Background: an optimization exercise with open tools, aiming at small area, a short achievable clock period and few clock cycles. Do not read the settings as production practice.
The RTL was checked by simulation tests, not by an equivalence proof against the original design.

**design.v**
```verilog
`timescale 1ns / 1ps
module mult_param (
    input  [191:0] LANE,
    input  [107:0] ENC,
    output [8*324-1:0] PP
    );
    genvar s, t, i;
    for (s = 0; s < 8; s = s + 1) begin : g_slot
        for (t = 0; t < 9; t = t + 1) begin : g_tap
            wire [7:0] a = LANE[8*(6*(s/4 + t/3) + s%4 + t%3) +: 8];
            wire [8:0] x  = {a[7], a};
            wire [8:0] x2 = {a, 1'b0};
            for (i = 0; i < 4; i = i + 1) begin : g_row
                wire [8:0] p = (({9{ENC[12*t + i]}} & x) | ({9{ENC[12*t + 4 + i]}} & x2)) ^ {9{ENC[12*t + 8 + i]}};
                assign PP[324*s + 36*t + 9*i +: 9] = {~p[8], p[7:0]};
            end
        end
    end
endmodule
`timescale 1ns / 1ps
module subkernel_f (
    input  [323:0] pp,
    input  [21:0] nb,
    output [36:0] cout
    );
    wire f1;
    wire f2;
    wire f3;
    wire f4;
    wire f5;
    wire f6;
    wire f7;
    wire f8;
    wire f9;
    wire f10;
    wire f11;
    wire f12;
    wire f13;
    wire f14;
    wire f15;
    wire f16;
    wire f17;
    wire f18;
    wire f19;
    wire f20;
    wire f21;
    wire f22;
    wire f23;
    wire f24;
    wire f25;
    wire f26;
    wire f27;
    wire f28;
    wire f29;
    wire f30;
    wire f31;
    wire f32;
    wire f33;
    wire f34;
    wire f35;
    wire f36;
    wire f37;
    wire f38;
    wire f39;
    wire f40;
    wire f41;
    wire f42;
    wire f43;
    wire f44;
    wire f45;
    wire f46;
    wire f47;
    wire f48;
    wire f49;
    wire f50;
    wire f51;
    wire f52;
    wire f53;
    wire f54;
    wire f55;
    wire f56;
    wire f57;
    wire f58;
    wire f59;
    wire f60;
    wire f61;
    wire f62;
    wire f63;
    wire f64;
    wire f65;
    wire f66;
    wire f67;
    wire f68;
    wire f69;
    wire f70;
    wire f71;
    wire f72;
    wire f73;
    wire f74;
    wire f75;
    wire f76;
    wire f77;
    wire f78;
    wire f79;
    wire f80;
    wire f81;
    wire f82;
    wire f83;
    wire f84;
    wire f85;
    wire f86;
    wire f87;
    wire f88;
    wire f89;
    wire f90;
    wire f91;
    wire f92;
    wire f93;
    wire f94;
    wire f95;
    wire f96;
    wire f97;
    wire f98;
    wire f99;
    wire f100;
    wire f101;
    wire f102;
    wire f103;
    wire f104;
    wire f105;
    wire f106;
    wire f107;
    wire f108;
    wire f109;
    wire f110;
    wire f111;
    wire f112;
    wire f113;
    wire f114;
    wire f115;
    wire f116;
    wire f117;
    wire f118;
    wire f119;
    wire f120;
    wire f121;
    wire f122;
    wire f123;
    wire f124;
    wire f125;
    wire f126;
    wire f127;
    wire f128;
    wire f129;
    wire f130;
    wire f131;
    wire f132;
    wire f133;
    wire f134;
    wire f135;
    wire f136;
    wire f137;
    wire f138;
    wire f139;
    wire f140;
    wire f141;
    wire f142;
    wire f143;
    wire f144;
    wire f145;
    wire f146;
    wire f147;
    wire f148;
    wire f149;
    wire f150;
    wire f151;
    wire f152;
    wire f153;
    wire f154;
    wire f155;
    wire f156;
    wire f157;
    wire f158;
    wire f159;
    wire f160;
    wire f161;
    wire f162;
    wire f163;
    wire f164;
    wire f165;
    wire f166;
    wire f167;
    wire f168;
    wire f169;
    wire f170;
    wire f171;
    wire f172;
    wire f173;
    wire f174;
    wire f175;
    wire f176;
    wire f177;
    wire f178;
    wire f179;
    wire f180;
    wire f181;
    wire f182;
    wire f183;
    wire f184;
    wire f185;
    wire f186;
    wire f187;
    wire f188;
    wire f189;
    wire f190;
    wire f191;
    wire f192;
    wire f193;
    wire f194;
    wire f195;
    wire f196;
    wire f197;
    wire f198;
    wire f199;
    wire f200;
    wire f201;
    wire f202;
    wire f203;
    wire f204;
    wire f205;
    wire f206;
    wire f207;
    wire f208;
    wire f209;
    wire f210;
    wire f211;
    wire f212;
    wire f213;
    wire f214;
    wire f215;
    wire f216;
    wire f217;
    wire f218;
    wire f219;
    wire f220;
    wire f221;
    wire f222;
    wire f223;
    wire f224;
    wire f225;
    wire f226;
    wire f227;
    wire f228;
    wire f229;
    wire f230;
    wire f231;
    wire f232;
    wire f233;
    wire f234;
    wire f235;
    wire f236;
    wire f237;
    wire f238;
    wire f239;
    wire f240;
    wire f241;
    wire f242;
    wire f243;
    wire f244;
    wire f245;
    wire f246;
    wire f247;
    wire f248;
    wire f249;
    wire f250;
    wire f251;
    wire f252;
    wire f253;
    wire f254;
    wire f255;
    wire f256;
    wire f257;
    wire f258;
    wire f259;
    wire f260;
    wire f261;
    wire f262;
    wire f263;
    wire f264;
    wire f265;
    wire f266;
    wire f267;
    wire f268;
    wire f269;
    wire f270;
    wire f271;
    wire f272;
    wire f273;
    wire f274;
    wire f275;
    wire f276;
    wire f277;
    wire f278;
    wire f279;
    wire f280;
    wire f281;
    wire f282;
    wire f283;
    wire f284;
    wire f285;
    wire f286;
    wire f287;
    wire f288;
    wire f289;
    wire f290;
    wire f291;
    wire f292;
    wire f293;
    wire f294;
    wire f295;
    wire f296;
    wire f297;
    wire f298;
    wire f299;
    wire f300;
    wire f301;
    wire f302;
    wire f303;
    wire f304;
    wire f305;
    wire f306;
    wire f307;
    wire f308;
    wire f309;
    wire f310;
    wire f311;
    wire f312;
    wire f313;
    wire f314;
    wire f315;
    wire f316;
    wire f317;
    wire f318;
    wire f319;
    wire f320;
    wire f321;
    wire f322;
    wire f323;
    wire f324;
    wire f325;
    wire f326;
    wire f327;
    wire f328;
    wire f329;
    wire f330;
    wire f331;
    wire f332;
    wire f333;
    wire f334;
    wire f335;
    wire f336;
    wire f337;
    wire f338;
    wire f339;
    wire f340;
    wire f341;
    wire f342;
    wire f343;
    wire f344;
    wire f345;
    wire f346;
    wire f347;
    wire f348;
    wire f349;
    wire f350;
    wire f351;
    wire f352;
    wire f353;
    wire f354;
    wire f355;
    wire f356;
    wire f357;
    wire f358;
    wire f359;
    wire f360;
    wire f361;
    wire f362;
    wire f363;
    wire f364;
    wire f365;
    wire f366;
    wire f367;
    wire f368;
    wire f369;
    wire f370;
    wire f371;
    wire f372;
    wire f373;
    wire f374;
    wire f375;
    wire f376;
    wire f377;
    wire f378;
    wire f379;
    wire f380;
    wire f381;
    wire f382;
    wire f383;
    wire f384;
    wire f385;
    wire f386;
    wire f387;
    wire f388;
    wire f389;
    wire f390;
    wire f391;
    wire f392;
    wire f393;
    wire f394;
    wire f395;
    wire f396;
    wire f397;
    wire f398;
    wire f399;
    wire f400;
    wire f401;
    wire f402;
    wire f403;
    wire f404;
    wire f405;
    wire f406;
    wire f407;
    wire f408;
    wire f409;
    wire f410;
    wire f411;
    wire f412;
    wire f413;
    wire f414;
    wire f415;
    wire f416;
    wire f417;
    wire f418;
    wire f419;
    wire f420;
    wire f421;
    wire f422;
    wire f423;
    wire f424;
    wire f425;
    wire f426;
    wire f427;
    wire f428;
    wire f429;
    wire f430;
    wire f431;
    wire f432;
    wire f433;
    wire f434;
    wire f435;
    wire f436;
    wire f437;
    wire f438;
    wire f439;
    wire f440;
    wire f441;
    wire f442;
    wire f443;
    wire f444;
    wire f445;
    wire f446;
    wire f447;
    wire f448;
    wire f449;
    wire f450;
    wire f451;
    wire f452;
    wire f453;
    wire f454;
    wire f455;
    wire f456;
    wire f457;
    wire f458;
    wire f459;
    wire f460;
    wire f461;
    wire f462;
    wire f463;
    wire f464;
    wire f465;
    wire f466;
    wire f467;
    wire f468;
    wire f469;
    wire f470;
    wire f471;
    wire f472;
    wire f473;
    wire f474;
    wire f475;
    wire f476;
    wire f477;
    wire f478;
    wire f479;
    wire f480;
    wire f481;
    wire f482;
    wire f483;
    wire f484;
    wire f485;
    wire f486;
    wire f487;
    wire f488;
    wire f489;
    wire f490;
    wire f491;
    wire f492;
    wire f493;
    wire f494;
    wire f495;
    wire f496;
    wire f497;
    wire f498;
    wire f499;
    wire f500;
    wire f501;
    wire f502;
    wire f503;
    wire f504;
    wire f505;
    wire f506;
    wire f507;
    wire f508;
    wire f509;
    wire f510;
    wire f511;
    wire f512;
    wire f513;
    wire f514;
    wire f515;
    wire f516;
    wire f517;
    wire f518;
    wire f519;
    wire f520;
    wire f521;
    wire f522;
    wire f523;
    wire f524;
    wire f525;
    wire f526;
    wire f527;
    wire f528;
    wire f529;
    wire f530;
    wire f531;
    wire f532;
    wire f533;
    wire f534;
    wire f535;
    wire f536;
    wire f537;
    wire f538;
    wire f539;
    wire f540;
    wire f541;
    wire f542;
    wire f543;
    wire f544;
    wire f545;
    wire f546;
    wire f547;
    wire f548;
    wire f549;
    wire f550;
    wire f551;
    wire f552;
    wire f553;
    wire f554;
    wire f555;
    wire f556;
    wire f557;
    wire f558;
    wire f559;
    wire f560;
    wire f561;
    wire f562;
    wire f563;
    wire f564;
    wire f565;
    wire f566;
    wire f567;
    wire f568;
    wire f569;
    wire f570;
    wire f571;
    wire f572;
    wire f573;
    wire f574;
    fa uf1 (.a(pp[0]), .b(pp[36]), .c(pp[72]), .s(f1), .co(f2));
    fa uf3 (.a(pp[108]), .b(pp[144]), .c(pp[180]), .s(f3), .co(f4));
    fa uf5 (.a(pp[216]), .b(pp[252]), .c(pp[288]), .s(f5), .co(f6));
    fa uf7 (.a(f1), .b(f3), .c(f5), .s(f7), .co(f8));
    fa uf9 (.a(pp[1]), .b(pp[37]), .c(pp[73]), .s(f9), .co(f10));
    fa uf11 (.a(pp[109]), .b(pp[145]), .c(pp[181]), .s(f11), .co(f12));
    fa uf13 (.a(pp[217]), .b(pp[253]), .c(pp[289]), .s(f13), .co(f14));
    fa uf15 (.a(f2), .b(f4), .c(f6), .s(f15), .co(f16));
    fa uf17 (.a(f9), .b(f11), .c(f13), .s(f17), .co(f18));
    fa uf19 (.a(f8), .b(f15), .c(f17), .s(f19), .co(f20));
    fa uf21 (.a(pp[2]), .b(pp[9]), .c(pp[38]), .s(f21), .co(f22));
    fa uf23 (.a(pp[45]), .b(pp[74]), .c(pp[81]), .s(f23), .co(f24));
    fa uf25 (.a(pp[110]), .b(pp[117]), .c(pp[146]), .s(f25), .co(f26));
    fa uf27 (.a(pp[153]), .b(pp[182]), .c(pp[189]), .s(f27), .co(f28));
    fa uf29 (.a(pp[218]), .b(pp[225]), .c(pp[254]), .s(f29), .co(f30));
    fa uf31 (.a(pp[261]), .b(pp[290]), .c(pp[297]), .s(f31), .co(f32));
    fa uf33 (.a(f10), .b(f12), .c(f14), .s(f33), .co(f34));
    fa uf35 (.a(f21), .b(f23), .c(f25), .s(f35), .co(f36));
    fa uf37 (.a(f27), .b(f29), .c(f31), .s(f37), .co(f38));
    fa uf39 (.a(f16), .b(f18), .c(f33), .s(f39), .co(f40));
    fa uf41 (.a(f35), .b(f37), .c(f20), .s(f41), .co(f42));
    fa uf43 (.a(pp[3]), .b(pp[10]), .c(pp[39]), .s(f43), .co(f44));
    fa uf45 (.a(pp[46]), .b(pp[75]), .c(pp[82]), .s(f45), .co(f46));
    fa uf47 (.a(pp[111]), .b(pp[118]), .c(pp[147]), .s(f47), .co(f48));
    fa uf49 (.a(pp[154]), .b(pp[183]), .c(pp[190]), .s(f49), .co(f50));
    fa uf51 (.a(pp[219]), .b(pp[226]), .c(pp[255]), .s(f51), .co(f52));
    fa uf53 (.a(pp[262]), .b(pp[291]), .c(pp[298]), .s(f53), .co(f54));
    fa uf55 (.a(f22), .b(f24), .c(f26), .s(f55), .co(f56));
    fa uf57 (.a(f28), .b(f30), .c(f32), .s(f57), .co(f58));
    fa uf59 (.a(f43), .b(f45), .c(f47), .s(f59), .co(f60));
    fa uf61 (.a(f49), .b(f51), .c(f53), .s(f61), .co(f62));
    fa uf63 (.a(f34), .b(f36), .c(f38), .s(f63), .co(f64));
    fa uf65 (.a(f55), .b(f57), .c(f59), .s(f65), .co(f66));
    fa uf67 (.a(f61), .b(f40), .c(f63), .s(f67), .co(f68));
    fa uf69 (.a(f65), .b(f42), .c(f67), .s(f69), .co(f70));
    fa uf71 (.a(pp[4]), .b(pp[11]), .c(pp[18]), .s(f71), .co(f72));
    fa uf73 (.a(pp[40]), .b(pp[47]), .c(pp[54]), .s(f73), .co(f74));
    fa uf75 (.a(pp[76]), .b(pp[83]), .c(pp[90]), .s(f75), .co(f76));
    fa uf77 (.a(pp[112]), .b(pp[119]), .c(pp[126]), .s(f77), .co(f78));
    fa uf79 (.a(pp[148]), .b(pp[155]), .c(pp[162]), .s(f79), .co(f80));
    fa uf81 (.a(pp[184]), .b(pp[191]), .c(pp[198]), .s(f81), .co(f82));
    fa uf83 (.a(pp[220]), .b(pp[227]), .c(pp[234]), .s(f83), .co(f84));
    fa uf85 (.a(pp[256]), .b(pp[263]), .c(pp[270]), .s(f85), .co(f86));
    fa uf87 (.a(pp[292]), .b(pp[299]), .c(pp[306]), .s(f87), .co(f88));
    fa uf89 (.a(f44), .b(f46), .c(f48), .s(f89), .co(f90));
    fa uf91 (.a(f50), .b(f52), .c(f54), .s(f91), .co(f92));
    fa uf93 (.a(f71), .b(f73), .c(f75), .s(f93), .co(f94));
    fa uf95 (.a(f77), .b(f79), .c(f81), .s(f95), .co(f96));
    fa uf97 (.a(f83), .b(f85), .c(f87), .s(f97), .co(f98));
    fa uf99 (.a(f56), .b(f58), .c(f60), .s(f99), .co(f100));
    fa uf101 (.a(f62), .b(f89), .c(f91), .s(f101), .co(f102));
    fa uf103 (.a(f93), .b(f95), .c(f97), .s(f103), .co(f104));
    fa uf105 (.a(f64), .b(f66), .c(f99), .s(f105), .co(f106));
    fa uf107 (.a(f101), .b(f103), .c(f68), .s(f107), .co(f108));
    fa uf109 (.a(f105), .b(f70), .c(f107), .s(f109), .co(f110));
    fa uf111 (.a(pp[5]), .b(pp[12]), .c(pp[19]), .s(f111), .co(f112));
    fa uf113 (.a(pp[41]), .b(pp[48]), .c(pp[55]), .s(f113), .co(f114));
    fa uf115 (.a(pp[77]), .b(pp[84]), .c(pp[91]), .s(f115), .co(f116));
    fa uf117 (.a(pp[113]), .b(pp[120]), .c(pp[127]), .s(f117), .co(f118));
    fa uf119 (.a(pp[149]), .b(pp[156]), .c(pp[163]), .s(f119), .co(f120));
    fa uf121 (.a(pp[185]), .b(pp[192]), .c(pp[199]), .s(f121), .co(f122));
    fa uf123 (.a(pp[221]), .b(pp[228]), .c(pp[235]), .s(f123), .co(f124));
    fa uf125 (.a(pp[257]), .b(pp[264]), .c(pp[271]), .s(f125), .co(f126));
    fa uf127 (.a(pp[293]), .b(pp[300]), .c(pp[307]), .s(f127), .co(f128));
    fa uf129 (.a(f72), .b(f74), .c(f76), .s(f129), .co(f130));
    fa uf131 (.a(f78), .b(f80), .c(f82), .s(f131), .co(f132));
    fa uf133 (.a(f84), .b(f86), .c(f88), .s(f133), .co(f134));
    fa uf135 (.a(f111), .b(f113), .c(f115), .s(f135), .co(f136));
    fa uf137 (.a(f117), .b(f119), .c(f121), .s(f137), .co(f138));
    fa uf139 (.a(f123), .b(f125), .c(f127), .s(f139), .co(f140));
    fa uf141 (.a(f90), .b(f92), .c(f94), .s(f141), .co(f142));
    fa uf143 (.a(f96), .b(f98), .c(f129), .s(f143), .co(f144));
    fa uf145 (.a(f131), .b(f133), .c(f135), .s(f145), .co(f146));
    fa uf147 (.a(f137), .b(f139), .c(f100), .s(f147), .co(f148));
    fa uf149 (.a(f102), .b(f104), .c(f141), .s(f149), .co(f150));
    fa uf151 (.a(f143), .b(f145), .c(f147), .s(f151), .co(f152));
    fa uf153 (.a(f106), .b(f149), .c(f151), .s(f153), .co(f154));
    fa uf155 (.a(f108), .b(f153), .c(f110), .s(f155), .co(f156));
    fa uf157 (.a(pp[6]), .b(pp[13]), .c(pp[20]), .s(f157), .co(f158));
    fa uf159 (.a(pp[27]), .b(pp[42]), .c(pp[49]), .s(f159), .co(f160));
    fa uf161 (.a(pp[56]), .b(pp[63]), .c(pp[78]), .s(f161), .co(f162));
    fa uf163 (.a(pp[85]), .b(pp[92]), .c(pp[99]), .s(f163), .co(f164));
    fa uf165 (.a(pp[114]), .b(pp[121]), .c(pp[128]), .s(f165), .co(f166));
    fa uf167 (.a(pp[135]), .b(pp[150]), .c(pp[157]), .s(f167), .co(f168));
    fa uf169 (.a(pp[164]), .b(pp[171]), .c(pp[186]), .s(f169), .co(f170));
    fa uf171 (.a(pp[193]), .b(pp[200]), .c(pp[207]), .s(f171), .co(f172));
    fa uf173 (.a(pp[222]), .b(pp[229]), .c(pp[236]), .s(f173), .co(f174));
    fa uf175 (.a(pp[243]), .b(pp[258]), .c(pp[265]), .s(f175), .co(f176));
    fa uf177 (.a(pp[272]), .b(pp[279]), .c(pp[294]), .s(f177), .co(f178));
    fa uf179 (.a(pp[301]), .b(pp[308]), .c(pp[315]), .s(f179), .co(f180));
    fa uf181 (.a(f112), .b(f114), .c(f116), .s(f181), .co(f182));
    fa uf183 (.a(f118), .b(f120), .c(f122), .s(f183), .co(f184));
    fa uf185 (.a(f124), .b(f126), .c(f128), .s(f185), .co(f186));
    fa uf187 (.a(f157), .b(f159), .c(f161), .s(f187), .co(f188));
    fa uf189 (.a(f163), .b(f165), .c(f167), .s(f189), .co(f190));
    fa uf191 (.a(f169), .b(f171), .c(f173), .s(f191), .co(f192));
    fa uf193 (.a(f175), .b(f177), .c(f179), .s(f193), .co(f194));
    fa uf195 (.a(f130), .b(f132), .c(f134), .s(f195), .co(f196));
    fa uf197 (.a(f136), .b(f138), .c(f140), .s(f197), .co(f198));
    fa uf199 (.a(f181), .b(f183), .c(f185), .s(f199), .co(f200));
    fa uf201 (.a(f187), .b(f189), .c(f191), .s(f201), .co(f202));
    fa uf203 (.a(f193), .b(f142), .c(f144), .s(f203), .co(f204));
    fa uf205 (.a(f146), .b(f195), .c(f197), .s(f205), .co(f206));
    fa uf207 (.a(f199), .b(f201), .c(f148), .s(f207), .co(f208));
    fa uf209 (.a(f150), .b(f203), .c(f205), .s(f209), .co(f210));
    fa uf211 (.a(f152), .b(f207), .c(f209), .s(f211), .co(f212));
    fa uf213 (.a(pp[7]), .b(pp[14]), .c(pp[21]), .s(f213), .co(f214));
    fa uf215 (.a(pp[28]), .b(pp[43]), .c(pp[50]), .s(f215), .co(f216));
    fa uf217 (.a(pp[57]), .b(pp[64]), .c(pp[79]), .s(f217), .co(f218));
    fa uf219 (.a(pp[86]), .b(pp[93]), .c(pp[100]), .s(f219), .co(f220));
    fa uf221 (.a(pp[115]), .b(pp[122]), .c(pp[129]), .s(f221), .co(f222));
    fa uf223 (.a(pp[136]), .b(pp[151]), .c(pp[158]), .s(f223), .co(f224));
    fa uf225 (.a(pp[165]), .b(pp[172]), .c(pp[187]), .s(f225), .co(f226));
    fa uf227 (.a(pp[194]), .b(pp[201]), .c(pp[208]), .s(f227), .co(f228));
    fa uf229 (.a(pp[223]), .b(pp[230]), .c(pp[237]), .s(f229), .co(f230));
    fa uf231 (.a(pp[244]), .b(pp[259]), .c(pp[266]), .s(f231), .co(f232));
    fa uf233 (.a(pp[273]), .b(pp[280]), .c(pp[295]), .s(f233), .co(f234));
    fa uf235 (.a(pp[302]), .b(pp[309]), .c(pp[316]), .s(f235), .co(f236));
    fa uf237 (.a(f158), .b(f160), .c(f162), .s(f237), .co(f238));
    fa uf239 (.a(f164), .b(f166), .c(f168), .s(f239), .co(f240));
    fa uf241 (.a(f170), .b(f172), .c(f174), .s(f241), .co(f242));
    fa uf243 (.a(f176), .b(f178), .c(f180), .s(f243), .co(f244));
    fa uf245 (.a(f213), .b(f215), .c(f217), .s(f245), .co(f246));
    fa uf247 (.a(f219), .b(f221), .c(f223), .s(f247), .co(f248));
    fa uf249 (.a(f225), .b(f227), .c(f229), .s(f249), .co(f250));
    fa uf251 (.a(f231), .b(f233), .c(f235), .s(f251), .co(f252));
    fa uf253 (.a(f182), .b(f184), .c(f186), .s(f253), .co(f254));
    fa uf255 (.a(f188), .b(f190), .c(f192), .s(f255), .co(f256));
    fa uf257 (.a(f194), .b(f237), .c(f239), .s(f257), .co(f258));
    fa uf259 (.a(f241), .b(f243), .c(f245), .s(f259), .co(f260));
    fa uf261 (.a(f247), .b(f249), .c(f251), .s(f261), .co(f262));
    fa uf263 (.a(f196), .b(f198), .c(f200), .s(f263), .co(f264));
    fa uf265 (.a(f202), .b(f253), .c(f255), .s(f265), .co(f266));
    fa uf267 (.a(f257), .b(f259), .c(f261), .s(f267), .co(f268));
    fa uf269 (.a(f204), .b(f206), .c(f263), .s(f269), .co(f270));
    fa uf271 (.a(f265), .b(f267), .c(f208), .s(f271), .co(f272));
    fa uf273 (.a(f210), .b(f269), .c(f271), .s(f273), .co(f274));
    fa uf275 (.a(pp[8]), .b(pp[15]), .c(pp[22]), .s(f275), .co(f276));
    fa uf277 (.a(pp[29]), .b(pp[44]), .c(pp[51]), .s(f277), .co(f278));
    fa uf279 (.a(pp[58]), .b(pp[65]), .c(pp[80]), .s(f279), .co(f280));
    fa uf281 (.a(pp[87]), .b(pp[94]), .c(pp[101]), .s(f281), .co(f282));
    fa uf283 (.a(pp[116]), .b(pp[123]), .c(pp[130]), .s(f283), .co(f284));
    fa uf285 (.a(pp[137]), .b(pp[152]), .c(pp[159]), .s(f285), .co(f286));
    fa uf287 (.a(pp[166]), .b(pp[173]), .c(pp[188]), .s(f287), .co(f288));
    fa uf289 (.a(pp[195]), .b(pp[202]), .c(pp[209]), .s(f289), .co(f290));
    fa uf291 (.a(pp[224]), .b(pp[231]), .c(pp[238]), .s(f291), .co(f292));
    fa uf293 (.a(pp[245]), .b(pp[260]), .c(pp[267]), .s(f293), .co(f294));
    fa uf295 (.a(pp[274]), .b(pp[281]), .c(pp[296]), .s(f295), .co(f296));
    fa uf297 (.a(pp[303]), .b(pp[310]), .c(pp[317]), .s(f297), .co(f298));
    fa uf299 (.a(f214), .b(f216), .c(f218), .s(f299), .co(f300));
    fa uf301 (.a(f220), .b(f222), .c(f224), .s(f301), .co(f302));
    fa uf303 (.a(f226), .b(f228), .c(f230), .s(f303), .co(f304));
    fa uf305 (.a(f232), .b(f234), .c(f236), .s(f305), .co(f306));
    fa uf307 (.a(f275), .b(f277), .c(f279), .s(f307), .co(f308));
    fa uf309 (.a(f281), .b(f283), .c(f285), .s(f309), .co(f310));
    fa uf311 (.a(f287), .b(f289), .c(f291), .s(f311), .co(f312));
    fa uf313 (.a(f293), .b(f295), .c(f297), .s(f313), .co(f314));
    fa uf315 (.a(f238), .b(f240), .c(f242), .s(f315), .co(f316));
    fa uf317 (.a(f244), .b(f246), .c(f248), .s(f317), .co(f318));
    fa uf319 (.a(f250), .b(f252), .c(f299), .s(f319), .co(f320));
    fa uf321 (.a(f301), .b(f303), .c(f305), .s(f321), .co(f322));
    fa uf323 (.a(f307), .b(f309), .c(f311), .s(f323), .co(f324));
    fa uf325 (.a(f313), .b(f254), .c(f256), .s(f325), .co(f326));
    fa uf327 (.a(f258), .b(f260), .c(f262), .s(f327), .co(f328));
    fa uf329 (.a(f315), .b(f317), .c(f319), .s(f329), .co(f330));
    fa uf331 (.a(f321), .b(f323), .c(f264), .s(f331), .co(f332));
    fa uf333 (.a(f266), .b(f268), .c(f325), .s(f333), .co(f334));
    fa uf335 (.a(f327), .b(f329), .c(f331), .s(f335), .co(f336));
    fa uf337 (.a(f270), .b(f333), .c(f272), .s(f337), .co(f338));
    fa uf339 (.a(pp[16]), .b(pp[23]), .c(pp[30]), .s(f339), .co(f340));
    fa uf341 (.a(pp[52]), .b(pp[59]), .c(pp[66]), .s(f341), .co(f342));
    fa uf343 (.a(pp[88]), .b(pp[95]), .c(pp[102]), .s(f343), .co(f344));
    fa uf345 (.a(pp[124]), .b(pp[131]), .c(pp[138]), .s(f345), .co(f346));
    fa uf347 (.a(pp[160]), .b(pp[167]), .c(pp[174]), .s(f347), .co(f348));
    fa uf349 (.a(pp[196]), .b(pp[203]), .c(pp[210]), .s(f349), .co(f350));
    fa uf351 (.a(pp[232]), .b(pp[239]), .c(pp[246]), .s(f351), .co(f352));
    fa uf353 (.a(pp[268]), .b(pp[275]), .c(pp[282]), .s(f353), .co(f354));
    fa uf355 (.a(pp[304]), .b(pp[311]), .c(pp[318]), .s(f355), .co(f356));
    fa uf357 (.a(f276), .b(f278), .c(f280), .s(f357), .co(f358));
    fa uf359 (.a(f282), .b(f284), .c(f286), .s(f359), .co(f360));
    fa uf361 (.a(f288), .b(f290), .c(f292), .s(f361), .co(f362));
    fa uf363 (.a(f294), .b(f296), .c(f298), .s(f363), .co(f364));
    fa uf365 (.a(f339), .b(f341), .c(f343), .s(f365), .co(f366));
    fa uf367 (.a(f345), .b(f347), .c(f349), .s(f367), .co(f368));
    fa uf369 (.a(f351), .b(f353), .c(f355), .s(f369), .co(f370));
    fa uf371 (.a(f300), .b(f302), .c(f304), .s(f371), .co(f372));
    fa uf373 (.a(f306), .b(f308), .c(f310), .s(f373), .co(f374));
    fa uf375 (.a(f312), .b(f314), .c(f357), .s(f375), .co(f376));
    fa uf377 (.a(f359), .b(f361), .c(f363), .s(f377), .co(f378));
    fa uf379 (.a(f365), .b(f367), .c(f369), .s(f379), .co(f380));
    fa uf381 (.a(f316), .b(f318), .c(f320), .s(f381), .co(f382));
    fa uf383 (.a(f322), .b(f324), .c(f371), .s(f383), .co(f384));
    fa uf385 (.a(f373), .b(f375), .c(f377), .s(f385), .co(f386));
    fa uf387 (.a(f379), .b(f326), .c(f328), .s(f387), .co(f388));
    fa uf389 (.a(f330), .b(f381), .c(f383), .s(f389), .co(f390));
    fa uf391 (.a(f385), .b(f332), .c(f334), .s(f391), .co(f392));
    fa uf393 (.a(f387), .b(f389), .c(f336), .s(f393), .co(f394));
    fa uf395 (.a(pp[17]), .b(pp[24]), .c(pp[31]), .s(f395), .co(f396));
    fa uf397 (.a(pp[53]), .b(pp[60]), .c(pp[67]), .s(f397), .co(f398));
    fa uf399 (.a(pp[89]), .b(pp[96]), .c(pp[103]), .s(f399), .co(f400));
    fa uf401 (.a(pp[125]), .b(pp[132]), .c(pp[139]), .s(f401), .co(f402));
    fa uf403 (.a(pp[161]), .b(pp[168]), .c(pp[175]), .s(f403), .co(f404));
    fa uf405 (.a(pp[197]), .b(pp[204]), .c(pp[211]), .s(f405), .co(f406));
    fa uf407 (.a(pp[233]), .b(pp[240]), .c(pp[247]), .s(f407), .co(f408));
    fa uf409 (.a(pp[269]), .b(pp[276]), .c(pp[283]), .s(f409), .co(f410));
    fa uf411 (.a(pp[305]), .b(pp[312]), .c(pp[319]), .s(f411), .co(f412));
    fa uf413 (.a(f340), .b(f342), .c(f344), .s(f413), .co(f414));
    fa uf415 (.a(f346), .b(f348), .c(f350), .s(f415), .co(f416));
    fa uf417 (.a(f352), .b(f354), .c(f356), .s(f417), .co(f418));
    fa uf419 (.a(f395), .b(f397), .c(f399), .s(f419), .co(f420));
    fa uf421 (.a(f401), .b(f403), .c(f405), .s(f421), .co(f422));
    fa uf423 (.a(f407), .b(f409), .c(f411), .s(f423), .co(f424));
    fa uf425 (.a(f358), .b(f360), .c(f362), .s(f425), .co(f426));
    fa uf427 (.a(f364), .b(f366), .c(f368), .s(f427), .co(f428));
    fa uf429 (.a(f370), .b(f413), .c(f415), .s(f429), .co(f430));
    fa uf431 (.a(f417), .b(f419), .c(f421), .s(f431), .co(f432));
    fa uf433 (.a(f423), .b(f372), .c(f374), .s(f433), .co(f434));
    fa uf435 (.a(f376), .b(f378), .c(f380), .s(f435), .co(f436));
    fa uf437 (.a(f425), .b(f427), .c(f429), .s(f437), .co(f438));
    fa uf439 (.a(f431), .b(f382), .c(f384), .s(f439), .co(f440));
    fa uf441 (.a(f386), .b(f433), .c(f435), .s(f441), .co(f442));
    fa uf443 (.a(f437), .b(f388), .c(f390), .s(f443), .co(f444));
    fa uf445 (.a(f439), .b(f441), .c(f392), .s(f445), .co(f446));
    fa uf447 (.a(pp[25]), .b(pp[32]), .c(pp[61]), .s(f447), .co(f448));
    fa uf449 (.a(pp[68]), .b(pp[97]), .c(pp[104]), .s(f449), .co(f450));
    fa uf451 (.a(pp[133]), .b(pp[140]), .c(pp[169]), .s(f451), .co(f452));
    fa uf453 (.a(pp[176]), .b(pp[205]), .c(pp[212]), .s(f453), .co(f454));
    fa uf455 (.a(pp[241]), .b(pp[248]), .c(pp[277]), .s(f455), .co(f456));
    fa uf457 (.a(pp[284]), .b(pp[313]), .c(pp[320]), .s(f457), .co(f458));
    fa uf459 (.a(f396), .b(f398), .c(f400), .s(f459), .co(f460));
    fa uf461 (.a(f402), .b(f404), .c(f406), .s(f461), .co(f462));
    fa uf463 (.a(f408), .b(f410), .c(f412), .s(f463), .co(f464));
    fa uf465 (.a(f447), .b(f449), .c(f451), .s(f465), .co(f466));
    fa uf467 (.a(f453), .b(f455), .c(f457), .s(f467), .co(f468));
    fa uf469 (.a(f414), .b(f416), .c(f418), .s(f469), .co(f470));
    fa uf471 (.a(f420), .b(f422), .c(f424), .s(f471), .co(f472));
    fa uf473 (.a(f459), .b(f461), .c(f463), .s(f473), .co(f474));
    fa uf475 (.a(f465), .b(f467), .c(f426), .s(f475), .co(f476));
    fa uf477 (.a(f428), .b(f430), .c(f432), .s(f477), .co(f478));
    fa uf479 (.a(f469), .b(f471), .c(f473), .s(f479), .co(f480));
    fa uf481 (.a(f475), .b(f434), .c(f436), .s(f481), .co(f482));
    fa uf483 (.a(f438), .b(f477), .c(f479), .s(f483), .co(f484));
    fa uf485 (.a(f440), .b(f442), .c(f481), .s(f485), .co(f486));
    fa uf487 (.a(pp[26]), .b(pp[33]), .c(pp[62]), .s(f487), .co(f488));
    fa uf489 (.a(pp[69]), .b(pp[98]), .c(pp[105]), .s(f489), .co(f490));
    fa uf491 (.a(pp[134]), .b(pp[141]), .c(pp[170]), .s(f491), .co(f492));
    fa uf493 (.a(pp[177]), .b(pp[206]), .c(pp[213]), .s(f493), .co(f494));
    fa uf495 (.a(pp[242]), .b(pp[249]), .c(pp[278]), .s(f495), .co(f496));
    fa uf497 (.a(pp[285]), .b(pp[314]), .c(pp[321]), .s(f497), .co(f498));
    fa uf499 (.a(f448), .b(f450), .c(f452), .s(f499), .co(f500));
    fa uf501 (.a(f454), .b(f456), .c(f458), .s(f501), .co(f502));
    fa uf503 (.a(f487), .b(f489), .c(f491), .s(f503), .co(f504));
    fa uf505 (.a(f493), .b(f495), .c(f497), .s(f505), .co(f506));
    fa uf507 (.a(f460), .b(f462), .c(f464), .s(f507), .co(f508));
    fa uf509 (.a(f466), .b(f468), .c(f499), .s(f509), .co(f510));
    fa uf511 (.a(f501), .b(f503), .c(f505), .s(f511), .co(f512));
    fa uf513 (.a(f470), .b(f472), .c(f474), .s(f513), .co(f514));
    fa uf515 (.a(f507), .b(f509), .c(f511), .s(f515), .co(f516));
    fa uf517 (.a(f476), .b(f478), .c(f480), .s(f517), .co(f518));
    fa uf519 (.a(f513), .b(f515), .c(f482), .s(f519), .co(f520));
    fa uf521 (.a(f484), .b(f517), .c(f519), .s(f521), .co(f522));
    fa uf523 (.a(pp[34]), .b(pp[70]), .c(pp[106]), .s(f523), .co(f524));
    fa uf525 (.a(pp[142]), .b(pp[178]), .c(pp[214]), .s(f525), .co(f526));
    fa uf527 (.a(pp[250]), .b(pp[286]), .c(pp[322]), .s(f527), .co(f528));
    fa uf529 (.a(f488), .b(f490), .c(f492), .s(f529), .co(f530));
    fa uf531 (.a(f494), .b(f496), .c(f498), .s(f531), .co(f532));
    fa uf533 (.a(f523), .b(f525), .c(f527), .s(f533), .co(f534));
    fa uf535 (.a(f500), .b(f502), .c(f504), .s(f535), .co(f536));
    fa uf537 (.a(f506), .b(f529), .c(f531), .s(f537), .co(f538));
    fa uf539 (.a(f533), .b(f508), .c(f510), .s(f539), .co(f540));
    fa uf541 (.a(f512), .b(f535), .c(f537), .s(f541), .co(f542));
    fa uf543 (.a(f514), .b(f516), .c(f539), .s(f543), .co(f544));
    fa uf545 (.a(f541), .b(f518), .c(f543), .s(f545), .co(f546));
    fa uf547 (.a(pp[35]), .b(pp[71]), .c(pp[107]), .s(f547), .co(f548));
    fa uf549 (.a(pp[143]), .b(pp[179]), .c(pp[215]), .s(f549), .co(f550));
    fa uf551 (.a(pp[251]), .b(pp[287]), .c(pp[323]), .s(f551), .co(f552));
    fa uf553 (.a(f524), .b(f526), .c(f528), .s(f553), .co(f554));
    fa uf555 (.a(f547), .b(f549), .c(f551), .s(f555), .co(f556));
    fa uf557 (.a(f530), .b(f532), .c(f534), .s(f557), .co(f558));
    fa uf559 (.a(f553), .b(f555), .c(f536), .s(f559), .co(f560));
    fa uf561 (.a(f538), .b(f557), .c(f559), .s(f561), .co(f562));
    fa uf563 (.a(f540), .b(f542), .c(f561), .s(f563), .co(f564));
    fa uf565 (.a(f548), .b(f550), .c(f552), .s(f565), .co(f566));
    fa uf567 (.a(f554), .b(f556), .c(f565), .s(f567), .co(f568));
    fa uf569 (.a(f558), .b(f567), .c(f560), .s(f569), .co(f570));
    fa uf571 (.a(f562), .b(f569), .c(f564), .s(f571), .co(f572));
    fa uf573 (.a(f566), .b(f568), .c(f570), .s(f573), .co(f574));
    assign cout[0] = f7;    
    assign cout[1] = f19;    
    assign cout[2] = f39;    
    assign cout[3] = f41;    
    assign cout[4] = f69;    
    assign cout[5] = f109;    
    assign cout[6] = f155;    
    assign cout[7] = f154;    
    assign cout[8] = f211;    
    assign cout[9] = f156;    
    assign cout[10] = f212;    
    assign cout[11] = f273;    
    assign cout[12] = f335;    
    assign cout[13] = f274;    
    assign cout[14] = f337;    
    assign cout[15] = f391;    
    assign cout[16] = f338;    
    assign cout[17] = f393;    
    assign cout[18] = f443;    
    assign cout[19] = f394;    
    assign cout[20] = f445;    
    assign cout[21] = f483;    
    assign cout[22] = f444;    
    assign cout[23] = f485;    
    assign cout[24] = f446;    
    assign cout[25] = f486;    
    assign cout[26] = f521;    
    assign cout[27] = f520;    
    assign cout[28] = f545;    
    assign cout[29] = f522;    
    assign cout[30] = f544;    
    assign cout[31] = f563;    
    assign cout[32] = f546;    
    assign cout[33] = f571;    
    assign cout[34] = f572;    
    assign cout[35] = f573;    
    assign cout[36] = f574;    
endmodule
module subkernel_b (
    input  [36:0] cin,
    input  [21:0] nb,
    output [21:0] result
    );
    wire b1;
    wire b2;
    wire b3;
    wire b4;
    wire b5;
    wire b6;
    wire b7;
    wire b8;
    wire b9;
    wire b10;
    wire b11;
    wire b12;
    wire b13;
    wire b14;
    wire b15;
    wire b16;
    wire b17;
    wire b18;
    wire b19;
    wire b20;
    wire b21;
    wire b22;
    wire b23;
    wire b24;
    wire b25;
    wire b26;
    wire b27;
    wire b28;
    wire b29;
    wire b30;
    wire b31;
    wire b32;
    wire b33;
    wire b34;
    wire b35;
    wire b36;
    wire b37;
    wire b38;
    wire b39;
    wire b40;
    wire b41;
    wire b42;
    wire b43;
    wire b44;
    wire b45;
    wire b46;
    wire b47;
    wire b48;
    wire b49;
    wire b50;
    wire b51;
    wire b52;
    assign b1 = cin[2] ^ cin[3];
    assign b2 = cin[2] & cin[3];
    assign b3 = cin[4] ^ b2;
    assign b4 = cin[4] & b2;
    assign b5 = cin[5] ^ nb[4];
    assign b6 = cin[5] & nb[4];
    assign b7 = cin[6] ^ nb[5];
    assign b8 = cin[6] & nb[5];
    fa ub9 (.a(cin[7]), .b(cin[8]), .c(cin[9]), .s(b9), .co(b10));
    assign b11 = nb[6] ^ b9;
    assign b12 = nb[6] & b9;
    fa ub13 (.a(cin[10]), .b(cin[11]), .c(nb[7]), .s(b13), .co(b14));
    assign b15 = b10 ^ b12;
    assign b16 = b10 & b12;
    fa ub17 (.a(cin[12]), .b(cin[13]), .c(cin[14]), .s(b17), .co(b18));
    fa ub19 (.a(nb[8]), .b(b17), .c(b14), .s(b19), .co(b20));
    fa ub21 (.a(cin[15]), .b(cin[16]), .c(cin[17]), .s(b21), .co(b22));
    fa ub23 (.a(nb[9]), .b(b18), .c(b21), .s(b23), .co(b24));
    fa ub25 (.a(cin[18]), .b(cin[19]), .c(cin[20]), .s(b25), .co(b26));
    fa ub27 (.a(nb[10]), .b(b22), .c(b25), .s(b27), .co(b28));
    fa ub29 (.a(cin[21]), .b(cin[22]), .c(cin[23]), .s(b29), .co(b30));
    fa ub31 (.a(cin[24]), .b(nb[11]), .c(b26), .s(b31), .co(b32));
    assign b33 = b29 ^ b28;
    assign b34 = b29 & b28;
    fa ub35 (.a(cin[25]), .b(cin[26]), .c(nb[12]), .s(b35), .co(b36));
    fa ub37 (.a(b30), .b(b35), .c(b32), .s(b37), .co(b38));
    fa ub39 (.a(cin[27]), .b(cin[28]), .c(cin[29]), .s(b39), .co(b40));
    fa ub41 (.a(nb[13]), .b(b39), .c(b36), .s(b41), .co(b42));
    fa ub43 (.a(cin[30]), .b(cin[31]), .c(cin[32]), .s(b43), .co(b44));
    fa ub45 (.a(nb[14]), .b(b40), .c(b43), .s(b45), .co(b46));
    fa ub47 (.a(cin[33]), .b(nb[15]), .c(b44), .s(b47), .co(b48));
    fa ub49 (.a(cin[34]), .b(cin[35]), .c(nb[16]), .s(b49), .co(b50));
    assign b51 = cin[36] ^ nb[17];
    assign b52 = cin[36] & nb[17];
    wire [21:0] ra = {nb[21], nb[20], nb[19], nb[18], b50, b48, b46, b42, b38, b34, b31, b24, b20, b16, b13, b8, b6, b4, nb[3], nb[2], cin[1], cin[0]};
    wire [21:0] rb = {1'b0, 1'b0, 1'b0, b52, b51, b49, b47, b45, b41, b37, b33, b27, b23, b19, b15, b11, b7, b5, b3, b1, nb[1], nb[0]};
    assign result = ra + rb;
endmodule
module fa (input a, b, c, output s, co);
    wire x = a ^ b;
    assign s = x ^ c;
    assign co = (a & b) | (x & c);
endmodule
`timescale 1ns / 1ps
module kernel#(parameter BIT_SIZE = 8,
               parameter INPUT_WIDTH=6,
               parameter INPUT_HEIGHT=6,
               parameter CHANNEL_SIZE=1,
               parameter SUBKERNEL_OUT_BIT = 20,
               parameter KERNEL_WIDTH = 3,
               parameter KERNEL_HEIGHT = 3,
               parameter STRIDE = 1,
               parameter OUTPUT_WIDTH = (INPUT_WIDTH - KERNEL_WIDTH) / STRIDE + 1,
               parameter OUTPUT_HEIGHT = (INPUT_HEIGHT - KERNEL_HEIGHT) / STRIDE + 1,
               parameter CHANNEL_EXTENSION_BIT = 2
               )(
    input [INPUT_WIDTH*INPUT_HEIGHT*CHANNEL_SIZE*BIT_SIZE-1:0] input_buffer,
    input [KERNEL_WIDTH*KERNEL_HEIGHT*CHANNEL_SIZE*BIT_SIZE-1:0] kernel_buffer,
    input signed [BIT_SIZE-1:0] bias,
    input clock,reset,enable,
    output  [(SUBKERNEL_OUT_BIT + CHANNEL_EXTENSION_BIT)*OUTPUT_WIDTH*OUTPUT_HEIGHT - 1 :0] conv_result,
    output reg done
    );
    localparam RW = 22;
    localparam NC = 37;
    localparam PPW = 324;
    wire [191:0] lane = reset ? input_buffer[0 +: 192] : input_buffer[96 +: 192];
    wire [107:0] enc;
    wire [21:0] nb;
    wire [8:0] negs [0:3];
    genvar t, i, r, c;
    for (t = 0; t < 9; t = t + 1) begin : g_w
        wire [7:0] w = kernel_buffer[8*t +: 8];
        wire [8:0] wx = {w, 1'b0};
        for (i = 0; i < 4; i = i + 1) begin : g_d
            wire b2 = wx[2*i+2], b1 = wx[2*i+1], b0 = wx[2*i];
            assign enc[12*t + i]     = b1 ^ b0;
            assign enc[12*t + 4 + i] = (b2 & ~b1 & ~b0) | (~b2 & b1 & b0);
            assign enc[12*t + 8 + i] = b2;
            assign negs[i][t] = b2;
        end
    end
    wire nbs1;
    wire nbs2;
    wire nbs3;
    wire nbs4;
    wire nbs5;
    wire nbs6;
    wire nbs7;
    wire nbs8;
    wire nbs9;
    wire nbs10;
    wire nbs11;
    wire nbs12;
    wire nbs13;
    wire nbs14;
    wire nbs15;
    wire nbs16;
    wire nbs17;
    wire nbs18;
    wire nbs19;
    wire nbs20;
    wire nbs21;
    wire nbs22;
    wire nbs23;
    wire nbs24;
    wire nbs25;
    wire nbs26;
    wire nbs27;
    wire nbs28;
    wire nbs29;
    wire nbs30;
    wire nbs31;
    wire nbs32;
    wire nbs33;
    wire nbs34;
    wire nbs35;
    wire nbs36;
    wire nbs37;
    wire nbs38;
    wire nbs39;
    wire nbs40;
    wire nbs41;
    wire nbs42;
    wire nbs43;
    wire nbs44;
    wire nbs45;
    wire nbs46;
    wire nbs47;
    wire nbs48;
    wire nbs49;
    wire nbs50;
    wire nbs51;
    wire nbs52;
    wire nbs53;
    wire nbs54;
    wire nbs55;
    wire nbs56;
    wire nbs57;
    wire nbs58;
    wire nbs59;
    wire nbs60;
    wire nbs61;
    wire nbs62;
    wire nbs63;
    wire nbs64;
    wire nbs65;
    wire nbs66;
    wire nbs67;
    wire nbs68;
    wire nbs69;
    wire nbs70;
    wire nbs71;
    wire nbs72;
    wire nbs73;
    wire nbs74;
    wire nbs75;
    wire nbs76;
    wire nbs77;
    wire nbs78;
    wire nbs79;
    wire nbs80;
    wire nbs81;
    wire nbs82;
    wire nbs83;
    wire nbs84;
    assign nbs3 = bias[0] ^ negs[0][0];
    assign nbs1 = nbs3 ^ negs[0][1];
    assign nbs2 = (bias[0] & negs[0][0]) | (nbs3 & negs[0][1]);
    assign nbs6 = negs[0][2] ^ negs[0][3];
    assign nbs4 = nbs6 ^ negs[0][4];
    assign nbs5 = (negs[0][2] & negs[0][3]) | (nbs6 & negs[0][4]);
    assign nbs9 = negs[0][5] ^ negs[0][6];
    assign nbs7 = nbs9 ^ negs[0][7];
    assign nbs8 = (negs[0][5] & negs[0][6]) | (nbs9 & negs[0][7]);
    assign nbs12 = negs[0][8] ^ nbs1;
    assign nbs10 = nbs12 ^ nbs4;
    assign nbs11 = (negs[0][8] & nbs1) | (nbs12 & nbs4);
    assign nbs15 = bias[1] ^ nbs2;
    assign nbs13 = nbs15 ^ nbs5;
    assign nbs14 = (bias[1] & nbs2) | (nbs15 & nbs5);
    assign nbs16 = nbs8 ^ nbs11;
    assign nbs17 = nbs8 & nbs11;
    assign nbs20 = bias[2] ^ negs[1][0];
    assign nbs18 = nbs20 ^ negs[1][1];
    assign nbs19 = (bias[2] & negs[1][0]) | (nbs20 & negs[1][1]);
    assign nbs23 = negs[1][2] ^ negs[1][3];
    assign nbs21 = nbs23 ^ negs[1][4];
    assign nbs22 = (negs[1][2] & negs[1][3]) | (nbs23 & negs[1][4]);
    assign nbs26 = negs[1][5] ^ negs[1][6];
    assign nbs24 = nbs26 ^ negs[1][7];
    assign nbs25 = (negs[1][5] & negs[1][6]) | (nbs26 & negs[1][7]);
    assign nbs29 = negs[1][8] ^ nbs18;
    assign nbs27 = nbs29 ^ nbs21;
    assign nbs28 = (negs[1][8] & nbs18) | (nbs29 & nbs21);
    assign nbs32 = nbs24 ^ nbs14;
    assign nbs30 = nbs32 ^ nbs27;
    assign nbs31 = (nbs24 & nbs14) | (nbs32 & nbs27);
    assign nbs35 = bias[3] ^ nbs19;
    assign nbs33 = nbs35 ^ nbs22;
    assign nbs34 = (bias[3] & nbs19) | (nbs35 & nbs22);
    assign nbs38 = nbs25 ^ nbs28;
    assign nbs36 = nbs38 ^ nbs33;
    assign nbs37 = (nbs25 & nbs28) | (nbs38 & nbs33);
    assign nbs41 = bias[4] ^ negs[2][0];
    assign nbs39 = nbs41 ^ negs[2][1];
    assign nbs40 = (bias[4] & negs[2][0]) | (nbs41 & negs[2][1]);
    assign nbs44 = negs[2][2] ^ negs[2][3];
    assign nbs42 = nbs44 ^ negs[2][4];
    assign nbs43 = (negs[2][2] & negs[2][3]) | (nbs44 & negs[2][4]);
    assign nbs47 = negs[2][5] ^ negs[2][6];
    assign nbs45 = nbs47 ^ negs[2][7];
    assign nbs46 = (negs[2][5] & negs[2][6]) | (nbs47 & negs[2][7]);
    assign nbs50 = negs[2][8] ^ nbs39;
    assign nbs48 = nbs50 ^ nbs42;
    assign nbs49 = (negs[2][8] & nbs39) | (nbs50 & nbs42);
    assign nbs53 = nbs45 ^ nbs34;
    assign nbs51 = nbs53 ^ nbs48;
    assign nbs52 = (nbs45 & nbs34) | (nbs53 & nbs48);
    assign nbs56 = bias[5] ^ nbs40;
    assign nbs54 = nbs56 ^ nbs43;
    assign nbs55 = (bias[5] & nbs40) | (nbs56 & nbs43);
    assign nbs59 = nbs46 ^ nbs49;
    assign nbs57 = nbs59 ^ nbs54;
    assign nbs58 = (nbs46 & nbs49) | (nbs59 & nbs54);
    assign nbs62 = bias[6] ^ negs[3][0];
    assign nbs60 = nbs62 ^ negs[3][1];
    assign nbs61 = (bias[6] & negs[3][0]) | (nbs62 & negs[3][1]);
    assign nbs65 = negs[3][2] ^ negs[3][3];
    assign nbs63 = nbs65 ^ negs[3][4];
    assign nbs64 = (negs[3][2] & negs[3][3]) | (nbs65 & negs[3][4]);
    assign nbs68 = negs[3][5] ^ negs[3][6];
    assign nbs66 = nbs68 ^ negs[3][7];
    assign nbs67 = (negs[3][5] & negs[3][6]) | (nbs68 & negs[3][7]);
    assign nbs71 = negs[3][8] ^ nbs60;
    assign nbs69 = nbs71 ^ nbs63;
    assign nbs70 = (negs[3][8] & nbs60) | (nbs71 & nbs63);
    assign nbs74 = nbs66 ^ nbs55;
    assign nbs72 = nbs74 ^ nbs69;
    assign nbs73 = (nbs66 & nbs55) | (nbs74 & nbs69);
    assign nbs77 = ~bias[7] ^ 1'b1;
    assign nbs75 = nbs77 ^ nbs61;
    assign nbs76 = (~bias[7] & 1'b1) | (nbs77 & nbs61);
    assign nbs80 = nbs64 ^ nbs67;
    assign nbs78 = nbs80 ^ nbs75;
    assign nbs79 = (nbs64 & nbs67) | (nbs80 & nbs75);
    assign nbs81 = nbs70 ^ nbs78;
    assign nbs82 = nbs70 & nbs78;
    assign nbs83 = nbs76 ^ nbs79;
    assign nbs84 = nbs76 & nbs79;
    assign nb = {1'b1, 1'b1, 1'b1, 1'b1, 1'b0, 1'b1, 1'b0, 1'b0, 1'b0, 1'b0, 1'b0, 1'b0, 1'b1, nbs82, nbs73, nbs58, nbs52, nbs37, nbs31, nbs17, nbs13, nbs7} + {1'b0, 1'b0, 1'b0, 1'b0, 1'b0, 1'b0, 1'b0, 1'b0, 1'b0, 1'b0, 1'b0, 1'b0, nbs84, nbs83, nbs81, nbs72, nbs57, nbs51, nbs36, nbs30, nbs16, nbs10};
    wire [8*PPW-1:0] pp;
    mult_param mp (.LANE(lane), .ENC(enc), .PP(pp));
    reg [8*NC-1:0] st;
    reg [21:0] nb_q;
    reg [8*RW-1:0] lo;
    wire [8*RW-1:0] fin;
    reg ph;
    for (r = 0; r < 2; r = r + 1) begin : g_r
        for (c = 0; c < 4; c = c + 1) begin : g_c
            wire [NC-1:0] f_out;
            subkernel_f skf (.pp(pp[PPW*(4*r+c) +: PPW]), .nb(nb), .cout(f_out));
            always @(posedge clock) st[NC*(4*r+c) +: NC] <= f_out;
            subkernel_b skb (.cin(st[NC*(4*r+c) +: NC]), .nb(nb_q), .result(fin[RW*(4*r+c) +: RW]));
        end
    end
    always @(posedge clock) begin
        nb_q <= nb;
        ph <= reset;
        if (ph) lo <= fin;
        done <= ~reset;
    end
    assign conv_result = {fin, lo};
endmodule
```
**flow/run.sh**
```bash
#!/bin/bash
# The standard layout (the standard.sh, unchanged synthesis and steps),
# with plain buffers (buf_2) as the port buffers instead of the default
# delay-cell buffers.  All tool output goes to the ORFS logs and to
# standard_sh.log in this folder.
set -euo pipefail
export BUFFER_PORTS_ARGS="-buffer_cell sky130_fd_sc_hd__buf_2"
bash standard.sh > standard_sh.log 2>&1
```
**standard.sh**
```bash
#!/bin/bash
# synth_recipe.tcl (not shown) runs the flow's synth.tcl, then flattens the netlist and writes it again
# the make line also repeats each setting of config.mk as NAME=value (left out here)
make -C /OpenROAD-flow-scripts/flow DESIGN_CONFIG=/design/flow/config.mk WORK_HOME=/design/flow/orfs CLKGATE_MAP_FILE= SYNTH_SCRIPT=/design/flow/synth_recipe.tcl "${@:-finish}"
```
**config.mk**
```make
export PLATFORM = sky130hd
export DESIGN_NAME = kernel
export DESIGN_NICKNAME = kernel
export VERILOG_FILES = /design/flow/design.v
export SDC_FILE = /design/flow/constraint.sdc
export NUM_CORES = 4
export LEC_CHECK = 0
export ABC_AREA = 0
export CAP_MARGIN = 40
export CORE_MARGIN = 2
export CORE_UTILIZATION = 40
export PLACE_DENSITY = 0.55
export SETUP_SLACK_MARGIN = 1.2
export SLEW_MARGIN = 40
export SYNTH_HIERARCHICAL = 1
export SYNTH_MINIMUM_KEEP_SIZE = 0
```
**constraint.sdc**
```tcl
create_clock -name core_clock -period 7.0 [get_ports {clock}]
set_input_delay 1.4000 -clock core_clock [delete_from_list [all_inputs] [get_ports {clock}]]
set_output_delay 1.4000 -clock core_clock [all_outputs]
set_load 0.01 [all_outputs]
```
==> impl_metrics.yaml, run 1 <==
status:
  status: "finished clean"
worst_setup_path:
  worstSetupPathDepth: 14
  crit_arrival_ps: 6530
  max_stage_delay_ps: 620
  rr_endpoint: "lo[36]"
  crit_family: "adder cells"
  path_class: "in -> reg"
  r2r_slack_ps: 3390
  cp-end-kind: "register"
  slowest_stage: "fa_1"
  required_ps: 7650
  critPathLaunch: "reset"
  cpMostUsedCell: "fa_1"
  critical_path_buf_inv_count: 4
  crit_end: "st[128]"
  critPathMaxFanout: 48
  timing.rr.start: "nb_q[5]"
  crit_path_cell_trace: "buf_16 > buf_16 > buf_4 > mux2_2 > buf_12 > a22oi_2 > xnor2_1 > fa_2 > fa_1 > fa_1 > fa_1 > fa_1 > fa_1 > fa_1"
  r2r_cells: 8
  startpoint_type: "primary input"
logic_synthesis:
  synthesis.area_sq_um: 128300
  synth.distinct_cells: 52
  yosys_warnings: 7
  yosys.area.top_type: "fa_1"
  synth.avg_cell_area_sq_um: 11.36
  ys_top_cells_by_area: "fa_1, xnor2_1, a22oi_1"
  ys_ff_latch: 485
  synth_top_area_share: 0.3861
  seq_area_frac_synth: 0.08938
  syn_inst: 11300
global_routing:
  antenna_found_initial: 59
  grt_pass1_wl_um: 870500
  grt_max_degree: 89
  grt_overflow_total: 0
  grt_pass1_vias: 108100
  grt.total_usage: 0.3853
placed_design:
  numPortBuffers: 722
  gp_congestion: 1.007
  hpwl_um: 445200
clock_network:
  holdBufCountCts: 0
  h-tree-depth: 2
  cts_tree: "yes"
  numCtsBuffers: 61
  cts.sink_count: 485
  cts_buffer_depth: 3
  root_buffer: "clkbuf_16"
  path_clk_slew_ps: 60
  clock_latency_ps: 790
route:
  viasPerCell: 6.706
  final_antenna_net_count: 0
  avgRoutedWirePerCell_um: 41.77
  num_vias: 103500
  drc: 0
  wl_um: 644400
  dr.pass1.iters: 9
  drt_iter0_drc: 14500
timing:
  fmax_ghz: 0.1701
  tightest_slew_ps: 1003
  setup_violations: 0
  min_period_over_period: 0.8399
  final.setup_skew_ps: 25.20
  slew_headroom: 0.3315
  whs_ps: 561.6
  drv_slew: 0
  rsz0062_at_grt: "yes"
  min_period_ps: 5879
  report.final.hold_viol_count: 0
cells_and_area:
  drive_gt1_frac: 0.2316
  fill_cells: 29720
  final_util: 0.4329
  multi_input_area_sq_um: 107400
  seqCellArea_sq_um: 11520
  layout.nets: 14240
  area_delta_synth_final_pct: 7.469
hold_path:
  hold_path.class: "reg -> reg"
run:
  cap_violations: 0
floorplan:
  start_util: 0.4028
  io_pins: 724
  row_count: 207
  die_y_um: 570.4
  dieArea_sq_um: 325400
  coreArea_sq_um: 318600
  die_w_um: 570.4
-- cell usage in the layout (no fill, tap or decap), drive strengths merged, types with 16 or more instances in the layout --
cell type / netlist / routed
nand2b: 34 / 34
dfxtp: 309 / 309
and3: 19 / 19
nand3b: 33 / 33
inv: 63 / 69
buf: 1576 / 1289
o31a: 16 / 16
a21o: 66 / 66
a21oi: 181 / 181
xor2: 380 / 380
ha: 229 / 229
nand2: 428 / 428
conb: 2 / 128
nor3: 18 / 18
nor2: 63 / 63
a22oi: 2016 / 2016
edfxtp: 176 / 176
nand4: 16 / 16
xnor2: 2389 / 2389
fa: 2475 / 2475
diode: 0 / 34
and4: 16 / 16
clkbuf: 53 / 95
nand3: 57 / 57
o2bb2ai: 16 / 16
mux2: 192 / 198
o21ai: 390 / 390
clkinv: 0 / 16
-- what timing repair did --
| item | in CTS | in global routing |
|---|---|---|
| buffers inserted | 9 | 22 |
| cloned | 3 | 11 |
| resized for setup | 41 | 101 |
| setup endpoints to repair | 105 | 81 |
| pin swaps | 2 | 16 |
-- area by class of cell --
| cell class | count | share of cell area |
|---|---|---|
| diodes | 34 | 0.0006169 |
| clock inverters | 25 | 0.001116 |
| repair buffers | 1296 | 0.08244 |
| multi-input cells | 9255 | 0.7791 |
| clock buffers | 90 | 0.01364 |
| flip-flops and latches | 485 | 0.08350 |
| inverters | 63 | 0.001715 |
| well taps | 4180 | 0.03792 |
-- how the worst min path moves through the flow --
| stage | startpoint | to | slack [ps] | depth (start not counted) |
|---|---|---|---|---|
| 6_report | st[37] | lo[22] | 560 | 1 |
| 5_1_grt | st[37] | lo[22] | 580 | 1 |
| 4_1_cts | st[222] | lo[132] | 570 | 1 |
| 3_5_place_dp | st[222] | lo[132] | 560 | 1 |
| 3_3_place_gp | st[222] | lo[132] | 560 | 1 |
| 2_1_floorplan | st[0] | lo[0] | 580 | 1 |
-- registers in the layout, indices dropped and copies added, names as in the netlist --
signal	flops
st	296
nb_q	11
lo	176
ph	1
done	1
-- per-layer routing --
layer	vias up	routed length, um	track usage
met1	53590	234400	0.4845
met2	9673	256800	0.5353
li1	37680	-	-
met3	2471	99840	0.1688
met5	-	1759	0.01558
met4	50	51600	0.2435
-- Yosys cell counts (all sizes together) --
library cell	n
a31oi	8
a221oi	1
o21a	8
o211ai	8
a21oi	181
clkbuf	53
o31a	16
a21boi	8
a2111oi	9
nand3	57
o21bai	2
and2	9
a32oi	8
and4	16
conb	2
o2bb2ai	16
inv	63
nand4	16
edfxtp	176
a21o	66
xnor2	2389
nand2	428
or3	1
nor2b	7
buf	1576
mux2i	1
ha	229
xor2	380
o21ai	390
o2111ai	8
nand2b	34
a211oi	9
nor2	63
mux2	192
a22oi	2016
and3	19
fa	2475
dfxtp	309
nand3b	33
nor3	18
-- per-module statistics from Yosys, one instance, submodules excluded --
module	times used	cells inside
fa	2440	1
kernel	1	932
mult_param	1	6480
subkernel_b	8	144
subkernel_f	8	37
-- kinds of logic after synthesis --
group | synth area share
compound gates | 0.1733
xor+xnor | 0.1890
fa+ha+maj | 0.4084
buf+inv | 0.09779
flops | 0.08938
mux | 0.01693
other cells | 0.00005852
simple gates | 0.02516
-- stage by stage --
| step | std cells | instance area (sq um) | setup TNS, ps | worst slack [ps] |
|---|---|---|---|---|
| after floorplan | 11430 | 130300 | 0 | 1069 |
| after global placement | 15220 | 134100 | -4.649 | -3.128 |
| after detailed placement | 15230 | 134400 | 0 | 34.11 |
| after CTS | 15360 | 136800 | 0 | 1164 |
| after global routing | 15400 | 137900 | 0 | 1118 |
| final | 15430 | 137900 | 0 | 1121 |
Testbench counts, summed over its fixed seeds: cycles 192.
==> run 2, diff against run 1 <==
--- a/config.mk
+++ b/config.mk
@@ -9,7 +9,7 @@
 export CAP_MARGIN = 40
 export CORE_MARGIN = 2
-export CORE_UTILIZATION = 40
-export PLACE_DENSITY = 0.55
-export SETUP_SLACK_MARGIN = 1.2
+export CORE_UTILIZATION = 35
+export PLACE_DENSITY = 0.5
+export SETUP_SLACK_MARGIN = 1.0
 export SLEW_MARGIN = 40
 export SYNTH_HIERARCHICAL = 1
==> run 2 against run 1 <==
Against the previous run:
- flip-flop and latch count stayed put
- register-to-register slack improved by 110 ps
- cell area grew 0.58%
- global-route usage decreased by 3.5 points
- sequential share of layout area about the same
- clock skew is 11 ps higher
- cell count is 4.5% higher
- routed wire length up 3.4%
- critical endpoint is now st[26]
- die area grew 14%
- core utilization is 5.3 points lower
==> impl_metrics.yaml, run 2 <==
cells_and_area:
  largest_reg_flops: 296
  layout_common_cells: "fa_1, xnor2_1, a22oi_1"
  largest-register: "st"
  top_regs: "st: 296 flops, lo: 176 flops, nb_q: 11 flops"
  layout.nets: 14290
  final_util: 0.3798
  drive_gt1_frac: 0.2061
  final_common_cell: "fa_1"
  area_delta_synth_final_pct: 8.090
timing:
  report.final.hold_viol_count: 0
  min_period_ps: 6028
  rsz0062_at_grt: "yes"
  fmax_ghz: 0.1659
  whs_ps: 573.1
  setup_tns_ps: 0
  tightest_slew_ps: 1058
  min_period_over_period: 0.8612
  setup_violations: 0
  slew_headroom: 0.2948
  drv_slew: 0
  final.setup_skew_ps: 36.20
placed_design:
  hpwl_um: 466900
  gp_congestion: 0.9855
  numPortBuffers: 722
logic_synthesis:
  synth_top_area_share: 0.3861
  yosys.area.top_type: "fa_1"
  synth_common_cells: "fa_1, xnor2_1, a22oi_1, buf_4, a22oi_2"
  ys_ff_latch: 485
  synth_most_common_cell: "fa_1"
  ys.flop_type: "dfxtp_1"
  yosys_warnings: 7
  synth_edf_count: 176
  synthesis.area_sq_um: 128300
  synth.avg_cell_area_sq_um: 11.36
  ys_top_cells_by_area: "fa_1, xnor2_1, a22oi_1"
  synth.distinct_cells: 52
  syn_inst: 11300
  seq_area_frac_synth: 0.08938
  synthArstFlopShare: 0
global_routing:
  use_met3: 0.1544
  busiest_layer: "met2"
  grt_max_degree: 89
  grt.total_usage: 0.3505
  grt_pass1_wl_um: 901800
  grt_overflow_total: 0
  antenna_found_initial: 69
  use_met2: 0.4863
  met1_usage: 0.4558
  grt_pass1_vias: 108300
status:
  status: "finished clean"
worst_setup_path:
  cp-end-kind: "register"
  r2r_slack_ps: 3500
  path_class: "in -> reg"
  crit_arrival_ps: 6720
  critPathMaxFanout: 12
  required_ps: 7690
  startpoint_type: "primary input"
clock_network:
  cts_buffer_depth: 4
  numCtsBuffers: 74
  cts_tree: "yes"
  path_clk_slew_ps: 50
  h-tree-depth: 3
  clock_latency_ps: 820
  holdBufCountCts: 0
  root_buffer: "clkbuf_16"
  cts.sink_count: 485
run:
  cap_violations: 0
route:
  avgRoutedWirePerCell_um: 41.36
  drc: 0
  final_antenna_net_count: 0
  num_vias: 103200
  wl_um: 666500
  viasPerCell: 6.404
  drt_iter0_drc: 15430
  dr.pass1.iters: 7
floorplan:
  row_count: 222
  io_pins: 724
  die_w_um: 609.5
  coreArea_sq_um: 365300
  dieArea_sq_um: 371500
  start_util: 0.3513
  die_y_um: 609.5
hold_path:
  hold_path.class: "reg -> reg"
-- run 2: cell counts after synthesis --
No cell type changed its count.
-- run 2: cells by family after synthesis --
family                   after synthesis  share of synthesized area
AO/OA/AOI/OAI                       2754                     0.1733
other                                  2                 0.00005852
flip-flops                           485                    0.08938
adder cells (fa/ha/maj)             2704                     0.4084
AND/OR/NAND/NOR                      701                    0.02516
multiplexers                         193                    0.01693
XOR/XNOR                            2769                     0.1890
buffers and inverters               1692                    0.09779
-- run 2: final cells by class --
type / count / area [sq um]
well taps: 4816 / 6026
diodes: 36 / 90.09
clock inverters: 30 / 296.5
fillers: 35460 / 226500
flip-flops and latches: 485 / 11510
clock buffers: 99 / 2103
inverters: 63 / 236.5
repair buffers: 1338 / 12570
multi-input cells: 9249 / 105900
-- run 2: repair_timing --
item	in CTS	in global routing
gates cloned	0	4
gates resized for setup	3	52
setup buffers	0	8
endpoints found under the setup margin	4	47
pin swaps	0	5
-- run 2: layer usage --
layer  part of all wire  up-vias
met5            0.00071        -
met1               0.38    53840
met2               0.40     9415
met4              0.066       50
met3               0.15     2076
li1                   -    37830
-- run 2: stage by stage --
step	instance area (sq um)	worst slack (ps)	instances
floorplan	128900	968.1	11430
global placement	135500	-115.7	15930
detailed placement	135700	50.38	15940
CTS	138100	1010	16070
global route	138700	971.6	16090
finish	138700	971.9	16120
-- run 2: path summary, 6_finish.rpt --
kind / start / to / depth (start not counted)
max: reset / st[26] / 13
min: st[74] / lo[44] / 1
max reg2reg: nb_q[7] / lo[82] / 10
min reg2reg: st[74] / lo[44] / 1
-- run 2: Yosys stat by module, one instance, submodules excluded --
module,cells,flip-flops and latches
fa,1,0
mult_param,6480,0
kernel,932,485
subkernel_f,37,0
subkernel_b,144,0
-- run 2: critical path, stage by stage --
cell and delay (ps):
buf_16 140, buf_12 180, clkbuf_16 210, mux2_2 780, a22oi_1 180, xnor2_1 270
fa_1 590, fa_1 630, fa_1 450, fa_1 390, fa_1 440, fa_1 530
fa_1 440

-- static timing again, ports no longer ideal --
In the flow no input, the clock included, has a driving cell. The finished layouts below were timed again as built, in two steps. Step 1, drivers: a clkbuf_16 drives clock and a buf_2 each remaining input, both assumed. Step 2 also shifts input and output timing later by t, the mid clock arrival at the registers, as if the neighbouring blocks saw the same clock. Slacks: no drivers / after step 1 / after step 2; pairs: no drivers / after step 1.
| run | t, ns | slack for setup (ns) | worst setup path at the end | worst slew at a driven data input, ns |
|---|---|---|---|---|
| run 1 | 0.893 | 1.121 / 0.844 / -0.049 | input to register | 0.44 |
| run 2 | 0.916 | 0.972 / 1.010 / 0.094 | input to register | 0.23 |
Met with ideal ports but missed after step 2: setup timing in run 1. The setup slack of run 1, which loses most, moves by -0.277 ns with the drivers and by -1.170 ns with both steps.
